Context: an optimization exercise on an open-source flow, tuned for small area and a short achievable clock period. The choices shown serve that exercise and are no tape-out recipe. Where RTL was checked, it was by simulation tests only, not by an equivalence proof against the original. Power is estimated from default activity; no workload was simulated.

==> inputs of v34 <==
==> flow/design.v <==
module viterbi_add_select(
    x,
    y,
    bma,
    bmb,
    dab,
    dba,
    m_lo,
    m_hi,
    d_lo,
    d_hi
);
input  [11:0] x;
input  [11:0] y;
input  [11:0] bma;
input  [11:0] bmb;
input  [11:0] dab;      
input  [11:0] dba;      
output [11:0] m_lo;
output [11:0] m_hi;
output        d_lo;
output        d_hi;
wire [11:0] ny = ~y;
wire [11:0] nd = dba;
wire [11:0] s_lo = x ^ ny ^ dab;
wire [11:0] c_lo = (x & ny) | (x & dab) | (ny & dab);
wire [11:0] s_hi = x ^ ny ^ nd;
wire [11:0] c_hi = (x & ny) | (x & nd) | (ny & nd);
wire [11:0] diff_lo = s_lo + {c_lo[10:0], 1'b1};
wire [11:0] diff_hi = s_hi + {c_hi[10:0], 1'b1};
assign d_lo = ~diff_lo[11];
assign d_hi = ~diff_hi[11];
wire [11:0] up_lo = x + bma;
wire [11:0] dn_lo = y + bmb;
wire [11:0] up_hi = x + bmb;
wire [11:0] dn_hi = y + bma;
assign m_lo = d_lo ? dn_lo : up_lo;
assign m_hi = d_hi ? dn_hi : up_hi;
endmodule
module viterbi_data_forward(
    clk,
    rst,
    LLR0,
    LLR1,
    data_in_v,
    tail,
    dec,
    dec_v,
    dec_tail,
    pre_v
);
input         clk;
input         rst;
input  [7:0]  LLR0;
input  [7:0]  LLR1;
input         data_in_v;
input         tail;
output [63:0] dec;
output        dec_v;
output        dec_tail;
output        pre_v;
reg  [7:0]  la, lb;            
reg         v0, t0;
reg  [11:0] bm1, bm2, bm3;    
reg  [11:0] df0, df1, df2;    
reg         v1, t1;
wire [11:0] a = {{4{la[7]}}, la};
wire [11:0] b = {{4{lb[7]}}, lb};
always @(posedge clk) begin
    if (rst) begin
        v0 <= 1'b0;
        t0 <= 1'b0;
        v1 <= 1'b0;
        t1 <= 1'b0;
    end
    else begin
        v0 <= data_in_v;
        t0 <= data_in_v & tail;
        v1 <= v0;
        t1 <= t0;
    end
    if (data_in_v) begin
        la <= LLR0;
        lb <= LLR1;
    end
    if (v0) begin
        bm1 <= a;
        bm2 <= b;
        bm3 <= a + b;
        df0 <= -(a + b);
        df1 <= a - b;
        df2 <= b - a;
    end
end
wire [64*12-1:0] m_cur;
wire [64*12-1:0] m_new;
wire [63:0]      d_new;
genvar i;
generate
for (i = 0; i < 32; i = i + 1) begin : bf
    localparam [63:0] ATAB = 64'b00_01_00_01_11_10_11_10_11_10_11_10_00_01_00_01_10_11_10_11_01_00_01_00_01_00_01_00_10_11_10_11;
    localparam integer A = (ATAB >> (2*(31-i))) & 3;
    wire [11:0] bma = (A == 0) ? 12'd0 : (A == 1) ? bm1 : (A == 2) ? bm2 : bm3;
    wire [11:0] bmb = (A == 3) ? 12'd0 : (A == 2) ? bm1 : (A == 1) ? bm2 : bm3;
    wire [11:0] dab = (A == 0) ? df0 : (A == 1) ? df1 : (A == 2) ? df2 : bm3;
    wire [11:0] dba = (A == 3) ? df0 : (A == 2) ? df1 : (A == 1) ? df2 : bm3;
    viterbi_add_select u_acs(
        .x      (m_cur[(2*i)*12 +: 12]),
        .y      (m_cur[(2*i+1)*12 +: 12]),
        .bma    (bma),
        .bmb    (bmb),
        .dab    (dab),
        .dba    (dba),
        .m_lo   (m_new[i*12 +: 12]),
        .m_hi   (m_new[(i+32)*12 +: 12]),
        .d_lo   (d_new[i]),
        .d_hi   (d_new[i+32])
    );
end
endgenerate
reg [64*12-1:0] m;
reg [63:0]      d, d2;
reg             v2, t2, v3, t3;
assign m_cur = m;
always @(posedge clk) begin
    if (rst) begin
        m  <= {64*12{1'b0}};
        v2 <= 1'b0;
        t2 <= 1'b0;
        v3 <= 1'b0;
        t3 <= 1'b0;
    end
    else begin
        v2 <= v1;
        t2 <= t1;
        v3 <= v2;
        t3 <= t2;
        if (v1)
            m <= t1 ? {64*12{1'b0}} : m_new;
    end
    d  <= v1 ? d_new : 64'd0;
    d2 <= d;
end
assign dec      = d2;
assign dec_v    = v3;
assign dec_tail = t3;
assign pre_v    = v2;
endmodule
module viterbi_data_back(
    clk,
    rst,
    dec,
    dec_v,
    dec_tail,
    pre_v,
    decode_out,
    decode_out_v,
    tail_v,
    tail_length
);
input          clk;
input          rst;
input  [63:0]  dec;
input          dec_v;
input          dec_tail;
input          pre_v;       
output [127:0] decode_out;
output reg     decode_out_v;
output reg     tail_v;
output reg [7:0] tail_length;
reg        flush;       
reg        step;        
reg  [6:0] ucnt;        
reg        ge;          
reg  [7:0] zcnt;        
wire [64*250-1:0] qw;
genvar j;
generate
for (j = 0; j < 64; j = j + 1) begin : st
    localparam integer P0 = (2 * j) % 64;
    localparam integer P1 = P0 + 1;
    reg [255:6] q;
    always @(posedge clk) begin
        if (step)
            q <= {~(dec[j] ? qw[P1*250 +: 249] : qw[P0*250 +: 249]), dec[j]};
    end
    assign qw[j*250 +: 250] = q;
end
endgenerate
genvar k;
generate
for (k = 0; k < 128; k = k + 1) begin : ob
    if ((255 - k) % 2)
        assign decode_out[k] = ~qw[255-k-6];
    else
        assign decode_out[k] = qw[255-k-6];
end
endgenerate
wire       blk  = (ucnt == 7'd127) & ge;
wire       last = flush & (zcnt[7] | (zcnt == 8'd127));
wire       fin  = blk & last;                   
wire       flush_nx = (dec_v & dec_tail) | (flush & ~fin);
always @(posedge clk) begin
    if (rst) begin
        flush        <= 1'b0;
        step         <= 1'b0;
        ucnt         <= 7'd0;
        ge           <= 1'b0;
        zcnt         <= 8'd0;
        decode_out_v <= 1'b0;
        tail_v       <= 1'b0;
    end
    else begin
        flush        <= flush_nx;
        step         <= pre_v | flush_nx;
        decode_out_v <= step & blk;
        tail_v       <= step & fin;
        if (step) begin
            ucnt <= ucnt + 7'd1;
            if (ucnt == 7'd127)
                ge <= 1'b1;
        end
        if (dec_v & dec_tail)
            zcnt <= 8'd0;
        else if (flush) begin
            zcnt <= zcnt + 8'd1;
            if (fin) begin
                ucnt <= 7'd0;
                ge   <= 1'b0;
            end
        end
    end
    if (dec_v & dec_tail)
        tail_length <= {1'b0, ucnt} + 8'd1;
end
endmodule
module viterbi_decode(
    clk,
    rst,
    LLR0,
    LLR1,
    data_in_v,
    tail,
    decode_out,
    decode_out_v,
    tail_v,
    tail_length
);
input          clk;
input          rst;
input  [7:0]   LLR0;
input  [7:0]   LLR1;
input          data_in_v;
input          tail;
output [127:0] decode_out;
output         decode_out_v;
output         tail_v;
output [7:0]   tail_length;
wire [63:0] dec;
wire        dec_v;
wire        dec_tail;
wire        pre_v;
viterbi_data_forward u_viterbi_data_forward(
    .clk       (clk),
    .rst       (rst),
    .LLR0      (LLR0),
    .LLR1      (LLR1),
    .data_in_v (data_in_v),
    .tail      (tail),
    .dec       (dec),
    .dec_v     (dec_v),
    .dec_tail  (dec_tail),
    .pre_v     (pre_v)
);
viterbi_data_back u_viterbi_data_back(
    .clk          (clk),
    .rst          (rst),
    .dec          (dec),
    .dec_v        (dec_v),
    .dec_tail     (dec_tail),
    .pre_v        (pre_v),
    .decode_out   (decode_out),
    .decode_out_v (decode_out_v),
    .tail_v       (tail_v),
    .tail_length  (tail_length)
);
endmodule
==> flow/run.sh <==
#!/bin/bash
# synth_recipe.tcl (not shown) runs the flow's synth.tcl, then flattens the netlist and writes it again
# the make line also repeats each setting of config.mk as NAME=value (left out here)
make -C /OpenROAD-flow-scripts/flow DESIGN_CONFIG=/design/flow/config.mk WORK_HOME=/design/flow/orfs CLKGATE_MAP_FILE= SYNTH_SCRIPT=/design/flow/synth_recipe.tcl finish
==> flow/config.mk <==
export PLATFORM = sky130hd
export DESIGN_NAME = viterbi_decode
export DESIGN_NICKNAME = viterbi_decode
export VERILOG_FILES = /design/flow/design.v
export SDC_FILE = /design/flow/constraint.sdc
export NUM_CORES = 8
export LEC_CHECK = 0
export CAP_MARGIN = 20
export CORE_MARGIN = 2
export CORE_UTILIZATION = 60
export CTS_BUF_LIST = sky130_fd_sc_hd__clkbuf_4 sky130_fd_sc_hd__clkbuf_8
export SLEW_MARGIN = 20
export SYNTH_MEMORY_MAX_BITS = 65536
==> flow/constraint.sdc <==
create_clock -name core_clock -period 6.0 [get_ports {clk}]
set_input_delay 1.2000 -clock core_clock [delete_from_list [all_inputs] [get_ports {clk}]]
set_output_delay 1.2000 -clock core_clock [all_outputs]
set_load 0.01 [all_outputs]
==> v1: changes against v34 <==
==> flow/design.v, changed modules only <==
module viterbi_add_select #(
    parameter integer A   = 0,
    parameter integer ODD = 0       
) (
    x,
    y_n,
    bm1,
    bm2,
    bm3,
    df0,
    df1,
    df2,
    df3,
    zero,
    m_lo,
    m_hi,
    d_lo,
    d_hi
);
input  [11:0] x;           
input  [11:0] y_n;         
input  [11:0] bm1;
input  [11:0] bm2;
input  [11:0] bm3;
input  [11:0] df0;
input  [11:0] df1;
input  [11:0] df2;
input  [11:0] df3;
input         zero;      
output [11:0] m_lo;        
output [11:0] m_hi;
output        d_lo;
output        d_hi;
wire [11:0] bma = (A == 0) ? 12'd256 : (A == 1) ? bm1 : (A == 2) ? bm2 : bm3;
wire [11:0] bmb = (A == 3) ? 12'd256 : (A == 2) ? bm1 : (A == 1) ? bm2 : bm3;
wire [11:0] dab = (A == 0) ? df0 : (A == 1) ? df1 : (A == 2) ? df2 : df3;    
wire [11:0] dba = (A == 3) ? df0 : (A == 2) ? df1 : (A == 1) ? df2 : df3;    
wire [11:0] ny = y_n;
wire [11:0] y  = ~y_n;
wire [11:0] s_lo = x ^ ny ^ dab;
wire [11:0] c_lo = (x & ny) | (x & dab) | (ny & dab);
wire [11:0] s_hi = x ^ ny ^ dba;
wire [11:0] c_hi = (x & ny) | (x & dba) | (ny & dba);
wire [11:0] diff_lo = s_lo + {c_lo[10:0], 1'b1};
wire [11:0] diff_hi = s_hi + {c_hi[10:0], 1'b1};
assign d_lo = ~diff_lo[11];
assign d_hi = ~diff_hi[11];
wire [11:0] up_lo = x + bma;
wire [11:0] dn_lo = y + bmb;
wire [11:0] up_hi = x + bmb;
wire [11:0] dn_hi = y + bma;
wire [11:0] nz = {12{~zero}};
wire [11:0] inv = {12{ODD != 0}};
assign m_lo = (d_lo ? (dn_lo & nz) : (up_lo & nz)) ^ inv;
assign m_hi = (d_hi ? (dn_hi & nz) : (up_hi & nz)) ^ inv;
endmodule
module viterbi_data_forward(
    clk,
    rst,
    LLR0,
    LLR1,
    data_in_v,
    tail,
    dec,
    dec_v,
    dec_tail
);
input         clk;
input         rst;
input  [7:0]  LLR0;
input  [7:0]  LLR1;
input         data_in_v;
input         tail;
output [63:0] dec;
output        dec_v;
output        dec_tail;
reg  [7:0]  la, lb;            
reg         v0, t0;
reg  [11:0] bm1, bm2, bm3;    
reg  [11:0] df0, df1, df2, df3;  
reg         v1, t1;
wire [11:0] a = {{4{la[7]}}, la};
wire [11:0] b = {{4{lb[7]}}, lb};
always @(posedge clk) begin
    if (rst) begin
        v0 <= 1'b0;
        t0 <= 1'b0;
        v1 <= 1'b0;
        t1 <= 1'b0;
    end
    else begin
        v0 <= data_in_v;
        t0 <= data_in_v & tail;
        v1 <= v0;
        t1 <= t0;
    end
    la  <= LLR0;
    lb  <= LLR1;
    bm1 <= a + 12'd256;
    bm2 <= b + 12'd256;
    bm3 <= a + b + 12'd256;
    df0 <= -(a + b);
    df1 <= a - b;
    df2 <= b - a;
    df3 <= a + b;
end
wire [64*12-1:0] m_cur;
wire [64*12-1:0] m_new;
wire [63:0]      d_new;
genvar i;
generate
for (i = 0; i < 32; i = i + 1) begin : bf
    localparam [63:0] ATAB = 64'b00_01_00_01_11_10_11_10_11_10_11_10_00_01_00_01_10_11_10_11_01_00_01_00_01_00_01_00_10_11_10_11;
    localparam integer A = (ATAB >> (2*(31-i))) & 3;
    viterbi_add_select #(.A(A), .ODD(i % 2)) u_acs(
        .x      (m_cur[(2*i)*12 +: 12]),
        .y_n    (m_cur[(2*i+1)*12 +: 12]),
        .bm1    (bm1),
        .bm2    (bm2),
        .bm3    (bm3),
        .df0    (df0),
        .df1    (df1),
        .df2    (df2),
        .df3    (df3),
        .zero   (zero),
        .m_lo   (m_new[i*12 +: 12]),
        .m_hi   (m_new[(i+32)*12 +: 12]),
        .d_lo   (d_new[i]),
        .d_hi   (d_new[i+32])
    );
end
endgenerate
reg [64*12-1:0] m;
reg [63:0]      d;
reg             v2, t2;
reg             rst_r;
wire            zero = t1 | rst_r;
assign m_cur = m;
always @(posedge clk) begin
    rst_r <= rst;
    if (rst) begin
        v2 <= 1'b0;
        t2 <= 1'b0;
    end
    else begin
        v2 <= v1;
        t2 <= t1;
    end
    if (v1 | rst_r)
        m <= m_new;
    d <= v1 ? d_new : 64'd0;
end
assign dec      = d;
assign dec_v    = v2;
assign dec_tail = t2;
endmodule
module viterbi_data_back(
    clk,
    rst,
    dec,
    pre_v,
    pre_tail,
    decode_out,
    decode_out_v,
    tail_v,
    tail_length
);
input          clk;
input          rst;
input  [63:0]  dec;         
input          pre_v;       
input          pre_tail;    
output reg [127:0] decode_out;
output reg     decode_out_v;
output reg     tail_v;
output reg [7:0] tail_length;
reg        flush;       
reg        dv, dt;      
reg        step;        
reg [63:0] sel1;        
wire       pol = 1'b0;
reg  [6:0] ucnt;        
reg        ge;          
reg  [7:0] zcnt;        
wire [64*251-1:0] sw;   
genvar j;
generate
for (j = 0; j < 64; j = j + 1) begin : st
    localparam integer P0 = (2 * j) % 64;
    localparam integer P1 = P0 + 1;
    reg [255:6] s;
    assign sw[j*251] = (j % 2) ? pol : ~pol;
    assign sw[j*251+1 +: 250] = s;
    always @(posedge clk)
        if (step)
            s <= ~(sel1[j] ? sw[P1*251 +: 250] : sw[P0*251 +: 250]);
end
endgenerate
wire [127:0] blk_bits;
genvar k;
generate
for (k = 0; k < 128; k = k + 1) begin : ob
    assign blk_bits[k] = sw[255-k-5] ^ pol ^ ((255 - k) % 2);
end
endgenerate
reg blk_v, blk_last;
always @(posedge clk) begin
    decode_out <= blk_bits;
    if (rst) begin
        decode_out_v <= 1'b0;
        tail_v       <= 1'b0;
    end
    else begin
        decode_out_v <= blk_v;
        tail_v       <= blk_last;
    end
end
wire       blk  = (ucnt == 7'd127) & ge;
wire       last = flush & (zcnt[7] | (zcnt == 8'd127));
wire       fin  = blk & last;                   
wire       flush_nx = (dv & dt) | (flush & ~fin);
wire       step_nx  = pre_v | flush_nx;
always @(posedge clk) begin
    if (rst) begin
        flush        <= 1'b0;
        dv           <= 1'b0;
        dt           <= 1'b0;
        ucnt         <= 7'd0;
        ge           <= 1'b0;
        zcnt         <= 8'd0;
        blk_v        <= 1'b0;
        blk_last     <= 1'b0;
    end
    else begin
        flush        <= flush_nx;
        dv           <= pre_v;
        dt           <= pre_tail;
        blk_v        <= step & blk;
        blk_last     <= step & fin;
        if (step) begin
            ucnt <= ucnt + 7'd1;
            if (ucnt == 7'd127)
                ge <= 1'b1;
        end
        if (dv & dt)
            zcnt <= 8'd0;
        else if (flush) begin
            zcnt <= zcnt + 8'd1;
            if (fin) begin
                ucnt <= 7'd0;
                ge   <= 1'b0;
            end
        end
    end
    if (dv & dt)
        tail_length <= {1'b0, ucnt} + 8'd1;
end
always @(posedge clk) begin
    if (rst) begin
        step <= 1'b0;
        sel1 <= 64'd0;
    end
    else begin
        step <= step_nx;
        sel1 <= dec;
    end
end
endmodule
module viterbi_decode(
    clk,
    rst,
    LLR0,
    LLR1,
    data_in_v,
    tail,
    decode_out,
    decode_out_v,
    tail_v,
    tail_length
);
input          clk;
input          rst;
input  [7:0]   LLR0;
input  [7:0]   LLR1;
input          data_in_v;
input          tail;
output [127:0] decode_out;
output         decode_out_v;
output         tail_v;
output [7:0]   tail_length;
wire [63:0] dec;
wire        dec_v;
wire        dec_tail;
viterbi_data_forward u_viterbi_data_forward(
    .clk       (clk),
    .rst       (rst),
    .LLR0      (LLR0),
    .LLR1      (LLR1),
    .data_in_v (data_in_v),
    .tail      (tail),
    .dec       (dec),
    .dec_v     (dec_v),
    .dec_tail  (dec_tail)
);
viterbi_data_back u_viterbi_data_back(
    .clk          (clk),
    .rst          (rst),
    .dec          (dec),
    .pre_v        (dec_v),
    .pre_tail     (dec_tail),
    .decode_out   (decode_out),
    .decode_out_v (decode_out_v),
    .tail_v       (tail_v),
    .tail_length  (tail_length)
);
endmodule
--- a/flow/config.mk
+++ b/flow/config.mk
@@ -10,4 +10,7 @@
 export CORE_UTILIZATION = 60
-export CTS_BUF_LIST = sky130_fd_sc_hd__clkbuf_4 sky130_fd_sc_hd__clkbuf_8
+export CTS_BUF_LIST = sky130_fd_sc_hd__clkbuf_16
+export CTS_CLUSTER_DIAMETER = 80
+export CTS_CLUSTER_SIZE = 24
+export SETUP_SLACK_MARGIN = 2.8
 export SLEW_MARGIN = 20
-export SYNTH_MEMORY_MAX_BITS = 65536
+export SYNTH_HIERARCHICAL = 1
==> v31: changes against v34 <==
--- a/flow/config.mk
+++ b/flow/config.mk
@@ -7,2 +7,3 @@
 export LEC_CHECK = 0
+export ABC_CLOCK_PERIOD_IN_PS = 2500
 export CAP_MARGIN = 20
@@ -11,2 +12,3 @@
 export CTS_BUF_LIST = sky130_fd_sc_hd__clkbuf_4 sky130_fd_sc_hd__clkbuf_8
+export SETUP_SLACK_MARGIN = 3.0
 export SLEW_MARGIN = 20
==> run notes <==
- After legalization and detailed placement, the total HPWL measured 1650000 um.
- The worst path buffer plus inverter count is 3.
- The per-cell via count in the routed design is 6.64.
- The run finished with no timing, DRC or antenna violations.
- The kind of capture point of the worst setup path is a flop.
- The number of standard-cell rows in the floorplan is 411.
- The worst register-to-register path has a setup slack of 870 ps.
- The final antenna diode count is 62.
# the run above: v34

==> run notes <==
- The worst path buffer plus inverter count is 4.
- STA classifies the critical path endpoint as a flop.
- The via count of the first global-routing pass is 444k.
- The final antenna diode count is 87.
- In this run switching power makes up 39.3% of total power.
- The run finished with no timing, DRC or antenna violations.
- The estimated wirelength of the detail-placed design is 1680000 um.
- Across all register-to-register paths, the minimum setup slack is 2180 ps.
- The floorplan has 416 rows.
- After detailed routing, the number of vias per cell comes to 6.86.
# the run above: v1

==> run notes <==
- The flow ran to the end and the layout has no timing, DRC or antenna violations.
- The area growth from synthesis to layout is 13.5%.
- Summing the areas of all compound-gate instances in the mapped netlist gives 2.63% of the synthesized area.
- For this block, wires on met1 add up to 992000 um.
- The number of standard-cell rows in the floorplan is 411.
- The number of buffers and inverters on the critical path is 2.
- Once detailed placement completed, the half-perimeter wirelength came to 1650000 um.
- The per-cell via count in the routed design is 6.63.
- The final antenna diode count is 59.
- The register-to-register setup slack is 2230 ps.
- The kind of capture point of the worst setup path is an output pin.
# the run above: v31

Only the layout flow was run in v34 and v31; the RTL was not checked for function there.

[what the ideal ports hide]
The results above use ideal ports. As a check the final layouts listed here were re-extracted and re-timed, cells and wires unchanged.
Step 1, drivers: a clkbuf_16 drives clk and a buf_2 each remaining input, both assumed.
Step 2, shift: input delay + t, output delay - t, t = (earliest + latest rising clock arrival at the registers) / 2. This alone moves slack from input paths to output paths.
a / b / c = no drivers / after step 1 / after step 2; a / b = the first two.
run	shift t [ns]	setup WS [ns]	hold WS [ns]	latest minus earliest clock arrival (ns)	worst data-port slew with drivers (ns)
v34	1.702	0.873 / 0.873 / 0.873	0.167 / 0.023 / 0.265	0.233 / 0.233	0.04
v1	1.398	2.177 / 2.177 / 2.177	0.305 / 0.155 / 0.350	0.199 / 0.199	0.05
v31	1.708	2.031 / 1.855 / 1.575	0.166 / 0.015 / 0.305	0.232 / 0.232	0.04
After both steps every run listed still meets setup and hold. The setup slack of v31, which loses most, moves by -0.176 ns with the drivers and by -0.456 ns with both steps.
